What follows belongs to an exercise in optimizing a design on an open flow for a short achievable clock period and few clock cycles; a production flow would make more cautious choices.
RTL that was checked went through simulation tests only; none was proved equivalent to the original.
Function not checked in runs 1 and 2: the RTL went through the layout flow alone.
Power figures rest on the tool's default switching activity, not on a simulated workload.

**design/flow/design.v**
```verilog
module cpu
(
   input  wire       rst,
   input  wire       clk,
   input  wire [7:0] imem_data,
   output wire [7:0] imem_addr,
   output wire       dmem_port_write,
   output wire [7:0] dmem_port_wdata,
   input  wire [7:0] dmem_port_rdata,
   output wire [7:0] dmem_port_addr
);
reg  [7:0] fa;         
reg        ph;         
reg  [7:0] op;         
reg  [7:0] acc;
reg  [7:0] zr;         
reg        cf;
reg        m_ld, m_li, m_alu, m_imm;
reg        m_st, m_sti;    
reg  [2:0] m_op;       
reg  [7:0] m_b;
reg  [7:0] daddr;
reg  [7:0] wdata;
reg        we;
reg        e_ld, e_li, e_alu;
reg  [2:0] e_op;
reg  [7:0] e_b;
assign imem_addr       = fa;
assign dmem_port_addr  = daddr;
assign dmem_port_wdata = wdata;
assign dmem_port_write = we;
function [8:0] ks_add;
   input [7:0] a;
   input [7:0] b;
   input       ci;
   reg   [7:0] g, p, g1, p1, g2, p2, g3;
   integer i;
   begin
      g = a & b;
      p = a ^ b;
      g[0] = g[0] | (p[0] & ci);
      for (i = 0; i < 8; i = i + 1) begin
         g1[i] = (i >= 1) ? (g[i] | (p[i] & g[i-1])) : g[i];
         p1[i] = (i >= 1) ? (p[i] & p[i-1]) : p[i];
      end
      for (i = 0; i < 8; i = i + 1) begin
         g2[i] = (i >= 2) ? (g1[i] | (p1[i] & g1[i-2])) : g1[i];
         p2[i] = (i >= 2) ? (p1[i] & p1[i-2]) : p1[i];
      end
      for (i = 0; i < 8; i = i + 1) begin
         g3[i] = (i >= 4) ? (g2[i] | (p2[i] & g2[i-4])) : g2[i];
      end
      ks_add = {g3[7], p ^ {g3[6:0], ci}};
   end
endfunction
function [7:0] ks_tgt;
   input [7:0] a;
   input [7:0] b;
   reg   [8:0] r;
   begin
      r      = ks_add(a, b, 1'b0);
      ks_tgt = r[7:0];
   end
endfunction
wire       sub = e_op[0];
wire [8:0] sum = ks_add(sub ? ~acc : acc, e_b, e_op[1] & cf);
reg  [7:0] lres;
always @(*) begin
   case (e_op[1:0])
   2'd0: lres = ~(acc & e_b);
   2'd1: lres = ~(acc | e_b);
   2'd2: lres = acc ^ e_b;
   default: lres = ~(acc ^ e_b);
   endcase
end
wire [7:0] ares    = e_op[2] ? lres : sub ? ~sum[7:0] : sum[7:0];
wire       acar    = ~e_op[2] & ~sub & sum[8];
wire [7:0] acc_nxt = e_alu ? ares : (e_ld | e_li) ? e_b : acc;
wire zf = ~|zr;
wire nf = zr[7];
function cond;
   input [1:0] j;
   input z, c, n;
   begin
      case (j)
      2'd0: cond = 1'b1;
      2'd1: cond = z;
      2'd2: cond = c;
      default: cond = n;
      endcase
   end
endfunction
wire [7:0] ni     = imem_data;
wire       n_used = (ni[7:2] == 6'b000000) ||
                    (((ni[7:6] == 2'b01) || (ni[7:6] == 2'b10)) && (ni[5:3] == 3'b000)) ||
                    (ni[7:2] == 6'b110000);
wire       n_jc   = (ni[7:2] == 6'b110000) && (ni[1:0] != 2'd0);
wire       fbusy  = m_alu | e_alu;
wire       skip   = ~n_used | (n_jc & ~fbusy & ~cond(ni[1:0], zf, cf, nf));
wire o_ls    = (op[7:2] == 6'b000000);
wire o_alu   = (op[7:6] == 2'b01 || op[7:6] == 2'b10) && (op[5:3] == 3'b000);
wire o_jmp   = (op[7:2] == 6'b110000);
wire o_load  = o_ls & (op[1:0] == 2'd0);
wire o_loadi = o_ls & (op[1:0] == 2'd1);
wire o_store = o_ls & (op[1:0] == 2'd2);
wire o_stori = o_ls & (op[1:0] == 2'd3);
wire o_wait  = o_jmp & (op[1:0] != 2'd0) & e_alu;
wire taken   = o_jmp & cond(op[1:0], zf, cf, nf);
always @(posedge clk or posedge rst) begin
   if (rst) begin
      fa    <= 8'd0;
      ph    <= 1'b0;
      op    <= 8'd0;
      acc   <= 8'd0;
      zr    <= 8'd1;
      cf    <= 1'b0;
      m_ld  <= 1'b0;
      m_li  <= 1'b0;
      m_alu <= 1'b0;
      m_imm <= 1'b0;
      m_st  <= 1'b0;
      m_sti <= 1'b0;
      m_op  <= 3'd0;
      m_b   <= 8'd0;
      daddr <= 8'd0;
      wdata <= 8'd0;
      we    <= 1'b0;
      e_ld  <= 1'b0;
      e_li  <= 1'b0;
      e_alu <= 1'b0;
      e_op  <= 3'd0;
      e_b   <= 8'd0;
   end
   else begin
      acc <= acc_nxt;
      if (e_alu) begin
         zr <= ares;
         cf <= acar;
      end
      e_ld  <= m_ld;
      e_li  <= m_li;
      e_alu <= m_alu;
      e_op  <= m_op;
      e_b   <= (m_imm | m_li) ? m_b : dmem_port_rdata;
      m_ld  <= 1'b0;
      m_li  <= 1'b0;
      m_alu <= 1'b0;
      m_st  <= 1'b0;
      m_sti <= 1'b0;
      we    <= m_st | m_sti;
      if (m_st) begin
         daddr <= m_b;
         wdata <= acc;
      end
      if (m_sti) begin
         daddr <= acc;
         wdata <= m_b;
      end
      if (!ph) begin
         op <= imem_data;
         if (skip) begin
            fa <= fa + 8'd2;
         end
         else begin
            fa <= fa + 8'd1;
            ph <= 1'b1;
         end
      end
      else if (!o_wait) begin
         ph    <= 1'b0;
         fa    <= taken ? ks_tgt(fa, imem_data) : fa + 8'd1;
         m_ld  <= o_load;
         m_li  <= o_loadi;
         m_alu <= o_alu;
         m_imm <= op[2];
         m_op  <= {op[7], op[1:0]};
         m_b   <= imem_data;
         m_st  <= o_store;
         m_sti <= o_stori;
         if (o_load | (o_alu & ~op[2]))
            daddr <= imem_data;
      end
   end
end
endmodule
```
**design/flow/run.sh**
```bash
#!/bin/bash
# synth_recipe.tcl (not shown) runs the flow's synth.tcl, then flattens the netlist and writes it again
# the make line also repeats each setting of config.mk as NAME=value (left out here)
make -C /OpenROAD-flow-scripts/flow DESIGN_CONFIG=/design/flow/config.mk WORK_HOME=/design/flow/orfs CLKGATE_MAP_FILE= SYNTH_SCRIPT=/design/flow/synth_recipe.tcl finish
```
**design/flow/config.mk**
```make
export PLATFORM = sky130hd
export DESIGN_NAME = cpu
export DESIGN_NICKNAME = cpu
export VERILOG_FILES = /design/flow/design.v
export SDC_FILE = /design/flow/constraint.sdc
export NUM_CORES = 4
export LEC_CHECK = 0
export CAP_MARGIN = 20
export CORE_MARGIN = 2
export CORE_UTILIZATION = 40
export SETUP_SLACK_MARGIN = 4.8
export SLEW_MARGIN = 20
```
**design/flow/constraint.sdc**
```tcl
create_clock -name core_clock -period 7.0 [get_ports {clk}]
set_input_delay 1.4000 -clock core_clock [delete_from_list [all_inputs] [get_ports {clk}]]
set_output_delay 1.4000 -clock core_clock [all_outputs]
set_load 0.01 [all_outputs]
```
==> results of run 1 <==
-- state kept, by name (all words and copies together) (netlist names) --
register  flops
m_sti         1
e_op          3
m_alu         1
daddr         8
op            8
fa            8
e_li          1
m_op          3
we            1
e_alu         1
m_li          1
m_st          1
m_imm         1
acc           8
m_b           8
zr            8
wdata         8
e_ld          1
m_ld          1
cf            1
ph            1
e_b           8
-- power breakdown --
group | switching, W | internal (W)
registers | 0.000111 | 0.000568
clock network | 0.000202 | 0.000316
logic | 0.000517 | 0.000507
-- worst max-delay path: stages --
cell and delay, ns:
buf_8 0.08, ha_4 0.12, or4b_4 0.47, a221oi_4 0.20, a21o_4 0.19, mux2i_2 0.23
xnor2_1 0.15, o221ai_1 0.13
-- worst min-delay path by stage --
stage	startpoint	endpoint	slack [ns]
3_3_place_gp	m_ld$_DFF_PP0_	e_ld$_DFF_PP0_	0.33
6_report	m_ld$_DFF_PP0_	e_ld$_DFF_PP0_	0.35
3_5_place_dp	m_ld$_DFF_PP0_	e_ld$_DFF_PP0_	0.33
5_1_grt	m_ld$_DFF_PP0_	e_ld$_DFF_PP0_	0.36
2_1_floorplan	m_ld$_DFF_PP0_	e_ld$_DFF_PP0_	0.33
4_1_cts	m_ld$_DFF_PP0_	e_ld$_DFF_PP0_	0.35
-- metal layers --
layer	GRT usage, %	vias up	wire [µm]
li1	-	2065	-
met1	27.6	2036	6140
met2	31.9	102	6550
met3	2.52	16	485
met4	6.78	0	194
met5	0	-	0
-- placed cells by master (no fill, tap or decap), types with 8 or more instances in the layout --
cell / n
dfrtp_1: 70
nand2_1: 64
buf_4: 39
inv_1: 38
o21ai_0: 35
ha_1: 32
nor2_1: 31
mux2i_1: 28
a21oi_1: 21
buf_2: 20
mux2_2: 17
xor2_1: 16
nor3_1: 14
xnor2_1: 12
o21ai_1: 12
buf_6: 12
dfrtp_2: 11
clkbuf_16: 9
clkdlybuf4s50_1: 9
o211ai_1: 8
nand2b_1: 8
-- cells in the mapped netlist (2+ instances only) --
cell type  number
nor4_1          3
nor2b_1         7
a22oi_1         2
o21ai_0        46
nand3_1         6
o31ai_1         2
buf_2           4
nor3_1         14
inv_1          40
dfrtp_1        81
xnor2_1        12
mux2_2         19
xor2_1         19
clkbuf_1       17
buf_6           2
a211oi_1        2
a221oi_2        2
a21oi_1        29
nand2b_1       10
nand4_1         3
a21o_1          6
nor3b_1         3
or3_1           3
ha_1           36
a211o_1         2
buf_1           6
o21a_1          3
and2_1          2
a32oi_1         2
and3_1          2
nor2_1         32
a31oi_1         3
o21ai_1         2
o211ai_1        8
nand2_1        66
mux2i_1        30
fa_1            3
o221ai_1        2
-- timing repair --
| action | in CTS | in global routing |
|---|---|---|
| gates cloned | 2 | 0 |
| gates resized for setup | 187 | 21 |
| pin swaps | 27 | 16 |
| endpoints found under the setup margin | 141 | 57 |
| buffers inserted | 29 | 9 |
-- layout make-up --
cell class	instances	area, µm²	area share, %
tap	172	215	3.26
timing repair buffer	88	778	11.8
inverter	41	161	2.44
sequential	82	2070	31.3
clock inverter	7	101	1.53
multi-input combinational	403	3060	46.3
clock buffer	9	225	3.41
-- through the flow --
stage | total power, W | utilization, % | hold slack [ns] | std cells
3_5_place_dp | 0.00149 | 45.6 | 0.335 | 746
6_report | 0.00222 | 52.1 | 0.348 | 802
3_3_place_gp | 0.00147 | 45.6 | 0.334 | 746
4_1_cts | 0.00217 | 50.8 | 0.349 | 793
2_1_floorplan | 0.00127 | - | 0.331 | 555
5_1_grt | 0.00237 | 52.1 | 0.355 | 802
-- logic make-up (layout without fill, tap and decap cells) --
logic type,Yosys count,in the layout,synth area share [%]
and+or+nand+nor,157,157,14.1
AOI/OAI and AO/OA,127,127,15.9
DFF,82,82,39.5
buffers and inverters,70,145,5.45
muxes,49,49,9.90
adders and majority gates,39,39,9.83
xor gates and xnor gates,31,31,5.23
==> summary.md, run 1 <==
| Metric | Value |
|---|---|
| Status | finished clean |
| WL final | between 10000 and 15000 µm |
| Slew headroom | between 30% and 40% |
| Setup tns final | 0 ns |
| Critical path destination | fa[4]$_DFFE_PP0P_ |
| Overall Global Routing Usage | around 20% |
| Post-Syn Area | between 0.005 and 0.006 mm² |
| Crit-path max FO | 5 |
| Total number of vias | between 4000 and 5000 |
| Via density per instance | between 5 and 6 |
| Vias in the first global route | 4122 |
| Clock Path Buffers | 2 |
| Cell depth of the worst hold path | 0 |
| Worst Setup Start Kind | input port |
| Count of state elements after synthesis | between 80 and 90 |
| Setup slack, reg-to-reg | roughly 4.6 ns |
| Maximum capacitance violations | 0 |
| Count of final hold-check violations | 0 |
| Clock Pin Slew Worst Setup and Hold Paths | 0.07 ns |
| Register area share after synthesis | just under 40% |
| Crit path launch | imem_data[7] |
| Row cnt | 41 |
| Die height | 118 µm |
| Drt first pass iters | 5 |
| Initial core utilization | 41.0% |
| Clock Skews | between 0.009 and 0.01 ns |
| Worst setup margin | 4.23 ns |
| Setup CP Type | in2reg |
| Crit share post-route | between 30 and 40% |
| Per-cell routed wire length | ~17 µm |
| Cell area after layout | between 0.006 and 0.007 mm² |
| CP Capture Type | register |
| Top post-synthesis cells by area | dfrtp_1, ha_1, mux2i_1 |
| Area Growth Syn to Fin | 27.2% |
| Fmax | 0.362 GHz |
| Final net count | between 600 and 700 |
| Largest net degree at the start of global routing | 83 |
| CTS tree | yes |
| Htree depth | 3 |
| First-pass GRT wire length | approximately 22000 µm |
| Crit path DAT | between 2 and 3 ns |
| FF-to-FF Start | e_op[0]$_DFF_PP0_ |
| Yosys warning total | 1 |
| GR Overflow Total | 0 |
| Area leader, netlist | dfrtp_1 |
| Drc violations | 0 |
| Buffers on Ports | 42 |
| Post-DP HPWL | a little under 9000 µm |
| Die Span X | between 100 and 150 µm |
| Core area | roughly 0.013 mm² |
| Cell count after synthesis | 555 |
| RR Endpoint | acc[4]$_DFFE_PP0P_ |
| CTS Sinks | 82 |
| Die area | 0.0139 mm² |
| Main flop type after synthesis | dfrtp_1 |
| Proportion of layout cells with a drive suffix above 1 | 26.8% |
| RSZ-0062 raised after global routing | true |
| DRT iter0 DRCs | between 300 and 400 |
| Share of the synthesized area in the top cell type | between 30% and 40% |
| EDFF count, synth | 0 |
| Async SR Flop Fraction | between 90% and 100% |
| Max VDD drop | roughly 0.14 mV |
| Post-layout minimum cycle time | approximately 2.8 ns |
| Min-Delay Path Class | reg2reg |
| Ports | between 40 and 50 |
| Leak | 2.97 nW |
| Final Setup Violations | 0 |
| Syn Area/Cell | around 9.4 µm² |
| Root Driver | clkbuf_16 |
| DP Area | 0.00577 mm² |
| Post-route ant nets | 0 |
| Worst slew pin tran | just over 0.9 ns |
| Filler cells | 1169 |
| Initial antenna violation count | 0 |
| Clk Latency, worst-skew pair | approximately 0.34 ns |
| Critical path data required time | 7.20 ns |
| DP Worst Slack | roughly 3.2 ns |
| CTS buffer count | 9 |
| Worst Reg-to-Reg Cells | 10 |
| Net count after synthesis | 612 |
| Cell Pwr Density | about 340 mW/mm² |
| Netlist cell types | 62 |
| Max Slew Vio Count | 0 |
| RePlAce Congestion | about 0.85 |
| Cts hold-fix bufs | 0 |
| # diodes | 0 |
==> inputs of run 2 (changes only) <==
--- a/design/flow/design.v
+++ b/design/flow/design.v
@@ -11,4 +11,5 @@
 );
 reg  [7:0] fa;         
+reg  [7:0] fa1, fa2, fa3;    
 reg        ph;         
 reg  [7:0] op;         
@@ -110,4 +111,7 @@
    if (rst) begin
       fa    <= 8'd0;
+      fa1   <= 8'd1;
+      fa2   <= 8'd2;
+      fa3   <= 8'd3;
       ph    <= 1'b0;
       op    <= 8'd0;
@@ -160,14 +164,31 @@
          op <= imem_data;
          if (skip) begin
-            fa <= fa + 8'd2;
+            fa  <= fa2;
+            fa1 <= fa3;
+            fa2 <= fa2 + 8'd2;
+            fa3 <= fa3 + 8'd2;
          end
          else begin
-            fa <= fa + 8'd1;
-            ph <= 1'b1;
+            fa  <= fa1;
+            fa1 <= fa2;
+            fa2 <= fa3;
+            fa3 <= fa3 + 8'd1;
+            ph  <= 1'b1;
          end
       end
       else if (!o_wait) begin
          ph    <= 1'b0;
-         fa    <= taken ? ks_tgt(fa, imem_data) : fa + 8'd1;
+         if (taken) begin
+            fa  <= ks_tgt(fa, imem_data);
+            fa1 <= ks_tgt(fa1, imem_data);
+            fa2 <= ks_tgt(fa2, imem_data);
+            fa3 <= ks_tgt(fa3, imem_data);
+         end
+         else begin
+            fa  <= fa1;
+            fa1 <= fa2;
+            fa2 <= fa3;
+            fa3 <= fa3 + 8'd1;
+         end
          m_ld  <= o_load;
          m_li  <= o_loadi;
--- a/design/flow/config.mk
+++ b/design/flow/config.mk
@@ -9,4 +9,4 @@
 export CORE_MARGIN = 2
 export CORE_UTILIZATION = 40
-export SETUP_SLACK_MARGIN = 4.8
+export SETUP_SLACK_MARGIN = 4.5
 export SLEW_MARGIN = 20
==> summary.md, run 2 <==
| Metric | Value |
|---|---|
| Root Driver | clkbuf_16 |
| Area leader, netlist | dfrtp_1 |
| WL final | 22300 µm (+67%) |
| First-pass GRT wire length | 34700 µm (+60%) |
| Post-route ant nets | 0 (unchanged) |
| Per-cell routed wire length | 19.7 µm (+18%) |
| Worst Setup Start Kind | input port |
| Clock Path Buffers | 2 (unchanged) |
| Crit-path max FO | 7 (+2) |
| Status | finished clean |
| Filler cells | 1711 (+46%) |
| Area Growth Syn to Fin | 26.6% |
| GR Overflow Total | 0 (unchanged) |
| Initial antenna violation count | 0 (unchanged) |
| Clock Skews | 0.0137 ns (+0.00369 ns) |
| Crit path DAT | 3.20 ns (+0.23 ns) |
| Setup CP Type | in2reg |
| Crit share post-route | 41.5% (+2.0 points) |
| RSZ-0062 raised after global routing | true |
| Async SR Flop Fraction | 100% (unchanged) |
| Final net count | 974 (+43%) |
| Main flop type after synthesis | dfrtp_1 |
| Row cnt | 50 (+22%) |
| Final Setup Violations | 0 (unchanged) |
| Die area | 0.0201 mm² (+45%) |
| Register area share after synthesis | 35.0% (-4.5 points) |
| Post-Syn Area | 0.00759 mm² (+46%) |
| Die Span X | 142 µm (+20%) |
| Post-layout minimum cycle time | 2.90 ns (+0.138 ns) |
| Commonest non-fill, non-tap cell in the layout | dfrtp_1 |
| Net count after synthesis | 912 (+49%) |
| Leak | 4.13 nW (+39%) |
| CP Capture Type | register |
| Met3 Wirelength | 699 µm (+44%) |
| Hold Slack | 0.377 ns (+0.0289 ns) |
| Clock Pin Slew Worst Setup and Hold Paths | 0.08 ns (about the same) |
| Proportion of layout cells with a drive suffix above 1 | 22.7% (-4.1 points) |
| Sequential cell area | 0.00267 mm² (+29%) |
| Maximum capacitance violations | 0 (unchanged) |
| Via density per instance | 5.69 (+8.3%) |
| Vias in the first global route | 6162 (+49%) |
| Critical path data required time | 7.30 ns (+0.10 ns) |
| Buffers on Ports | 42 (unchanged) |
| RePlAce Congestion | 0.780 (-8.5%) |
| Fin util | 51.6% (-0.55 points) |
| Total number of vias | 6441 (+53%) |
| Setup tns final | 0 ns (unchanged) |
| Metal1 wirelength | 10700 µm (+74%) |
| Cell Pwr Density | 449 mW/mm² (+33%) |
| Post-DP HPWL | 13800 µm (+55%) |
| Clk Latency, worst-skew pair | 0.36 ns (+0.02 ns) |
| Share of the synthesized area in the top cell type | 33.3% (-5.8 points) |
| CTS tree | yes |
| Fmax | 0.344 GHz (-4.8%) |
| EDFF count, synth | 0 (unchanged) |
| Count of state elements after synthesis | 106 (+29%) |
| Max VDD drop | 0.232 mV (+63%) |
| Cts hold-fix bufs | 0 (unchanged) |
| # diodes | 0 (unchanged) |
| Syn Area/Cell | 9.15 µm² (-2.2%) |
| Count of final hold-check violations | 0 (unchanged) |
| Htree depth | 3 (unchanged) |
| Ports | 43 (unchanged) |
| CTS buffer count | 9 (unchanged) |
| Die height | 142 µm (+20%) |
| DRT iter0 DRCs | 540 (+72%) |
| Slew headroom | 37.8% (-1.8 points) |
| Met2 WL | 10500 µm (+61%) |
| CTS Sinks | 106 (+29%) |
| Most frequent cells after synthesis | dfrtp_1, nand2_1, o21ai_0 |
| Top layer in use | met4 |
| Yosys warning total | 1 (unchanged) |
| Min-Delay Path Class | reg2reg |
| Drt first pass iters | 7 (+2) |
| Cell count after synthesis | 830 (+50%) |
| Overall Global Routing Usage | 22.3% (+2.5 points) |
| Top post-synthesis cells by area | dfrtp_1, ha_1, mux2i_1 |
| Largest net degree at the start of global routing | 69 (-17%) |
| Drc violations | 0 (unchanged) |
| Netlist cell types | 66 (+6.5%) |
| Core area | 0.0186 mm² (+47%) |
| Most common cell in the netlist | dfrtp_1 |
| Most frequent cells in the layout | dfrtp_1, nand2_1, o21ai_0 |
| Multi-input gate area | 0.00509 mm² (+67%) |
| Max Slew Vio Count | 0 (unchanged) |
| Initial core utilization | 40.7% (-0.25 points) |
| Worst slew pin tran | 0.933 ns (+0.0269 ns) |
run 2: cell types whose count changed in the layout (fill, tap and decap cells not counted), moves of 13 or more:
cell           delta
dfrtp_1          +28
o21ai_0          +23
dlygate4sd2_1    +21
mux2i_1          +19
nor2_1           +19
buf_2            -18
nor2b_1          +16
a21oi_1          +13
run 2: what timing repair did:
item                                    CTS  global route
gates resized for setup                 149            54
buffers inserted                         24            16
endpoints found under the setup margin  147            49
pin swaps                                21            32
cloned                                    7             0
run 2: power breakdown:
group | total, W | internal [W] | switching [W]
Combinational | 0.00256 | 0.00128 | 0.00128
Sequential | 0.00125 | 0.000867 | 0.000380
Clock | 0.000511 | 0.000251 | 0.000260
run 2: area by class of cell:
class | instances | share of cell area (%)
timing repair buffer | 99 | 11.3
clock buffer | 10 | 2.38
sequential | 106 | 27.7
multi-input combinational | 631 | 53.0
inverter | 44 | 1.90
clock inverter | 6 | 0.599
tap | 234 | 3.05
timing repair inverter | 1 | 0.0781
run 2: worst paths after layout:
path	from	end	slack, ns	cells past startpoint
worst min-delay path	m_ld$_DFF_PP0_	e_ld$_DFF_PP0_	0.38	0
max in group asynchronous	rst	fa3[1]$_DFFE_PP1P_	4.65	3
worst min register to register	m_ld$_DFF_PP0_	e_ld$_DFF_PP0_	0.38	0
worst max-delay path	imem_data[7]	fa3[7]$_DFFE_PP0P_	4.10	9
min in group asynchronous	rst	fa[5]$_DFFE_PP0P_	1.56	2
worst max register to register	e_op[0]$_DFF_PP0_	cf$_DFFE_PP0P_	4.17	10
run 2: kinds of logic (layout without fill, tap and decap cells):
| family | Yosys count | count (layout) | share of synthesized area [%] |
|---|---|---|---|
| mux | 72 | 72 | 9.87 |
| fa+ha+maj | 64 | 64 | 11.1 |
| buf+inv | 93 | 160 | 5.01 |
| flops | 106 | 106 | 35.0 |
| simple gates | 233 | 233 | 14.9 |
| xor+xnor | 46 | 46 | 5.31 |
| compound gates | 216 | 216 | 18.8 |
run 2: per-stage QoR:
stage | total power, W | instances | area [µm²] | worst slack, ns
floorplan | 0.00274 | 830 | 7790 | 3.98
global placement | 0.00325 | 1068 | 8320 | 2.72
detailed placement | 0.00327 | 1068 | 8320 | 2.69
CTS | 0.00399 | 1115 | 9240 | 4.09
global route | 0.00465 | 1131 | 9610 | 4.04
finish | 0.00432 | 1131 | 9610 | 4.10
run 2: worst max-delay path: stages:
cell,delay [ns]
buf_12,0.12
ha_4,0.16
nor4b_4,0.12
and3_4,0.19
a211o_4,0.36
buf_12,0.15
or4b_4,0.46
and4_1,0.18
nand2_1,0.06
run 2: metal layers:
layer  vias up  track usage [%]
met1      3181             31.7
li1       3110                -
met2       125             35.6
met4         0             6.21
met3        25             3.07
met5         -                0
==> inputs of run 3 (changes only) <==
--- a/design/flow/design.v
+++ b/design/flow/design.v
@@ -11,5 +11,4 @@
 );
 reg  [7:0] fa;         
-reg  [7:0] fa1, fa2, fa3;    
 reg        ph;         
 reg  [7:0] op;         
@@ -18,5 +17,4 @@
 reg        cf;
 reg        m_ld, m_li, m_alu, m_imm;
-reg        m_st, m_sti;    
 reg  [2:0] m_op;       
 reg  [7:0] m_b;
@@ -77,5 +75,5 @@
 wire [7:0] ares    = e_op[2] ? lres : sub ? ~sum[7:0] : sum[7:0];
 wire       acar    = ~e_op[2] & ~sub & sum[8];
-wire [7:0] acc_nxt = e_alu ? ares : (e_ld | e_li) ? e_b : acc;
+wire [7:0] acc_fwd = e_alu ? ares : (e_ld | e_li) ? e_b : acc;
 wire zf = ~|zr;
 wire nf = zr[7];
@@ -111,7 +109,4 @@
    if (rst) begin
       fa    <= 8'd0;
-      fa1   <= 8'd1;
-      fa2   <= 8'd2;
-      fa3   <= 8'd3;
       ph    <= 1'b0;
       op    <= 8'd0;
@@ -123,6 +118,4 @@
       m_alu <= 1'b0;
       m_imm <= 1'b0;
-      m_st  <= 1'b0;
-      m_sti <= 1'b0;
       m_op  <= 3'd0;
       m_b   <= 8'd0;
@@ -137,5 +130,5 @@
    end
    else begin
-      acc <= acc_nxt;
+      acc <= acc_fwd;
       if (e_alu) begin
          zr <= ares;
@@ -150,45 +143,18 @@
       m_li  <= 1'b0;
       m_alu <= 1'b0;
-      m_st  <= 1'b0;
-      m_sti <= 1'b0;
-      we    <= m_st | m_sti;
-      if (m_st) begin
-         daddr <= m_b;
-         wdata <= acc;
-      end
-      if (m_sti) begin
-         daddr <= acc;
-         wdata <= m_b;
-      end
+      we    <= 1'b0;
       if (!ph) begin
          op <= imem_data;
          if (skip) begin
-            fa  <= fa2;
-            fa1 <= fa3;
-            fa2 <= fa2 + 8'd2;
-            fa3 <= fa3 + 8'd2;
+            fa <= fa + 8'd2;
          end
          else begin
-            fa  <= fa1;
-            fa1 <= fa2;
-            fa2 <= fa3;
-            fa3 <= fa3 + 8'd1;
-            ph  <= 1'b1;
+            fa <= fa + 8'd1;
+            ph <= 1'b1;
          end
       end
       else if (!o_wait) begin
          ph    <= 1'b0;
-         if (taken) begin
-            fa  <= ks_tgt(fa, imem_data);
-            fa1 <= ks_tgt(fa1, imem_data);
-            fa2 <= ks_tgt(fa2, imem_data);
-            fa3 <= ks_tgt(fa3, imem_data);
-         end
-         else begin
-            fa  <= fa1;
-            fa1 <= fa2;
-            fa2 <= fa3;
-            fa3 <= fa3 + 8'd1;
-         end
+         fa    <= taken ? ks_tgt(fa, imem_data) : fa + 8'd1;
          m_ld  <= o_load;
          m_li  <= o_loadi;
@@ -197,8 +163,13 @@
          m_op  <= {op[7], op[1:0]};
          m_b   <= imem_data;
-         m_st  <= o_store;
-         m_sti <= o_stori;
-         if (o_load | (o_alu & ~op[2]))
+         we    <= o_store | o_stori;
+         if (o_load | o_store | (o_alu & ~op[2]))
             daddr <= imem_data;
+         if (o_stori)
+            daddr <= acc_fwd;
+         if (o_store)
+            wdata <= acc_fwd;
+         if (o_stori)
+            wdata <= imem_data;
       end
    end
==> summary.md, run 3 <==
| Metric | Value |
|---|---|
| Die area | 0.0139 mm² (-31%) |
| Max VDD drop | 0.182 mV (-22%) |
| Cell Pwr Density | 350 mW/mm² (-22%) |
| Core area | 0.0126 mm² (-32%) |
| Post-DP HPWL | 9580 µm (-31%) |
| Maximum capacitance violations | 0 (unchanged) |
| Main flop type after synthesis | dfrtp_1 |
| Post-Syn Area | 0.00518 mm² (-32%) |
| Clock Path Buffers | 2 (unchanged) |
| Min-Delay Path Class | reg2reg |
| Drt first pass iters | 4 (-3) |
| Fmax | 0.373 GHz (+8.3%) |
| Htree depth | 3 (unchanged) |
| GR Overflow Total | 0 (unchanged) |
| Async SR Flop Fraction | 100% (unchanged) |
| Final net count | 677 (-30%) |
| Clock group share of total power | 19.9% (+8.1 points) |
| Cell count after synthesis | 553 (-33%) |
| Most common cell in the netlist | dfrtp_1 |
| Row cnt | 41 (-18%) |
| Area Growth Syn to Fin | 32.8% |
| Post-route ant nets | 0 (unchanged) |
| Net count after synthesis | 610 (-33%) |
| CP Capture Type | register |
| CTS buffer count | 9 (unchanged) |
| Root Driver | clkbuf_16 |
| DP Worst Slack | 3.21 ns (+0.519 ns) |
| Total number of vias | 4379 (-32%) |
| Clock Pin Slew Worst Setup and Hold Paths | 0.06 ns (-0.02 ns) |
| Most frequent cells in the layout | dfrtp_1, nand2_1, inv_1 |
| WL final | 14700 µm (-34%) |
| Filler cells | 1150 (-33%) |
| Status | finished clean |
| CTS Sinks | 80 (-25%) |
| Setup tns final | 0 ns (unchanged) |
| Slew headroom | 43.0% (+5.1 points) |
| Crit path DAT | 2.94 ns (-0.26 ns) |
| Area leader, netlist | dfrtp_1 |
| Setup CP Type | in2reg |
| DRT iter0 DRCs | 261 (-52%) |
| Cts hold-fix bufs | 0 (unchanged) |
| Post-layout minimum cycle time | 2.68 ns (-0.223 ns) |
| Critical path data required time | 7.26 ns (-0.04 ns) |
| DP Area | 0.00590 mm² (-29%) |
| Via density per instance | 5.50 (-3.4%) |
| # diodes | 0 (unchanged) |
| Per-cell routed wire length | 18.5 µm (-6.4%) |
| Netlist cell types | 66 (unchanged) |
| Ports | 43 (unchanged) |
| Internal Power | 0.00146 W (-39%) |
| Initial antenna violation count | 0 (unchanged) |
| Worst Setup Start Kind | input port |
| Drc violations | 0 (unchanged) |
| Inst Count DP | 748 (-30%) |
| Crit share post-route | 38.3% (-3.2 points) |
| RSZ-0062 raised after global routing | true |
| Commonest non-fill, non-tap cell in the layout | dfrtp_1 |
| Leak | 2.94 nW (-29%) |
| Buffers on Ports | 42 (unchanged) |
| Sw frac | 39.5% (-4.9 points) |
| Count of final hold-check violations | 0 (unchanged) |
| Final Setup Violations | 0 (unchanged) |
| Die Span X | 118 µm (-17%) |
| Clock Skews | 0.00649 ns (-0.00716 ns) |
| Die height | 118 µm (-17%) |
| Vias in the first global route | 4407 (-28%) |
| Largest net degree at the start of global routing | 61 (-12%) |
| Worst setup margin | 4.32 ns (+0.223 ns) |
| Cell area after layout | 0.00689 mm² (-28%) |
| RePlAce Congestion | 0.848 (+8.7%) |
| Gate power share | 52.7% (-6.6 points) |
| First-pass GRT wire length | 23400 µm (-33%) |
| Crit-path max FO | 6 (-1) |
| Overall Global Routing Usage | 21.4% (-0.92 points) |
| CTS tree | yes |
| Proportion of layout cells with a drive suffix above 1 | 26.9% (+4.2 points) |
| Syn Area/Cell | 9.38 µm² (+2.5%) |
| Yosys warning total | 1 (unchanged) |
| Register area share after synthesis | 38.6% (+3.6 points) |
| Worst slew pin tran | 0.853 ns (-0.0803 ns) |
| Max Slew Vio Count | 0 (unchanged) |
| Initial core utilization | 41.1% (+0.36 points) |
| Count of state elements after synthesis | 80 (-25%) |
| Seq pwr share | 27.4% (-1.5 points) |
| Most frequent cells after synthesis | dfrtp_1, inv_1, nand2_1 |
| Top post-synthesis cells by area | dfrtp_1, ha_1, xnor2_1 |
| EDFF count, synth | 0 (unchanged) |
| Hold Slack | 0.349 ns (-0.0281 ns) |
| Final Non-Filler Cells | 796 (-30%) |
| Clk Latency, worst-skew pair | 0.35 ns (about the same) |
| Share of the synthesized area in the top cell type | 38.1% (+4.8 points) |
| P_sw | 0.000952 W (-50%) |
==> run 3: cells by family after synthesis <==
kind of cell               share of synthesized area [%]
xor gates and xnor gates                            5.57
and+or+nand+nor                                     15.3
AOI/OAI and AO/OA                                   18.5
muxes                                               6.64
adders and majority gates                           9.85
DFF                                                 38.6
buffers and inverters                               5.48
==> run 3: critical path: stages <==
cell	delay [ns]
buf_12	0.12
inv_12	0.05
ha_4	0.13
o21bai_4	0.08
a2111oi_4	0.40
nand3_4	0.20
mux2i_2	0.21
and3b_1	0.19
nor3_2	0.16
==> run 3: what timing repair did <==
| action | in CTS | in global routing |
|---|---|---|
| setup endpoints to repair | 136 | 91 |
| hold endpoints to repair | 0 | 0 |
| gates cloned | 1 | 1 |
| resized for setup | 122 | 50 |
| pin swaps | 23 | 33 |
| setup buffers | 20 | 11 |
==> run 3: cell type report <==
class | instances | area (µm²) | share of cell area [%]
Clock buffer | 10 | 239 | 3.47
Sequential cell | 80 | 2020 | 29.3
Multi-Input combinational cell | 403 | 3350 | 48.6
Timing Repair Buffer | 80 | 803 | 11.7
Tap cell | 172 | 215 | 3.12
Inverter | 46 | 204 | 2.96
Clock inverter | 5 | 57.6 | 0.836
==> run 3: worst paths after layout <==
path	from	end	slack, ns	depth (start not counted)
max in group asynchronous	rst	fa[3]$_DFFE_PP0P_	4.72	3
max reg2reg	e_op[0]$_DFF_PP0_	daddr[1]$_DFFE_PP0P_	4.40	10
min	m_ld$_DFF_PP0_	e_ld$_DFF_PP0_	0.35	0
min reg2reg	m_ld$_DFF_PP0_	e_ld$_DFF_PP0_	0.35	0
max	imem_data[6]	fa[6]$_DFFE_PP0P_	4.32	9
min in group asynchronous	rst	zr[3]$_DFFE_PP0P_	1.45	2
==> run 3: power by group through the flow <==
stage | combinational (W) | clock (W) | sequential [W]
6_report | 0.00127 | 0.000479 | 0.000661
5_1_grt | 0.00139 | 0.000508 | 0.000676
4_1_cts | 0.00112 | 0.000488 | 0.000658
2_1_floorplan | 0.000747 | 0 | 0.000659
3_3_place_gp | 0.000930 | 0 | 0.000704
3_5_place_dp | 0.000950 | 0 | 0.000704
==> run 3: metrics by stage <==
step | util [%] | power (W)
floorplan | - | 0.00141
global placement | 46.8 | 0.00163
detailed placement | 46.8 | 0.00165
CTS | 51.9 | 0.00227
global route | 54.6 | 0.00257
finish | 54.6 | 0.00241
==> run 3: per-layer routing <==
| layer | vias up | routed length [µm] | track usage [%] |
|---|---|---|---|
| met3 | 17 | 611 | 4.31 |
| met1 | 2190 | 6560 | 28.0 |
| li1 | 2093 | - | - |
| met5 | - | 0 | 0 |
| met2 | 79 | 7290 | 35.8 |
| met4 | 0 | 244 | 6.33 |
Testbench counts of run 3, summed over its fixed seeds: cycles 128,148.

==> port drivers added, routing unchanged <==
The flow's constraints put no driver on any port. The routed layouts listed below were extracted and timed again, unchanged, in two steps. Step 1, drivers: a clkbuf_16 drives clk and a buf_2 each remaining input, both assumed. Step 2 also shifts input and output timing later by t, the mid clock arrival at the registers, as if the neighbouring blocks saw the same clock. Three values: ideal ports, drivers, drivers and shift; two values: the first two.
run	t, ns	setup slack, ns	worst setup path after step 2
run 1	0.377	4.234 / 4.224 / 3.847	input to register
run 2	0.402	4.096 / 4.089 / 3.687	input to register
run 3	0.379	4.319 / 4.303 / 3.925	input to register
After both steps setup and hold are still met in every run listed. For run 2, which loses most, drivers alone change the setup slack by -0.007 ns; drivers and shift together by -0.409 ns.
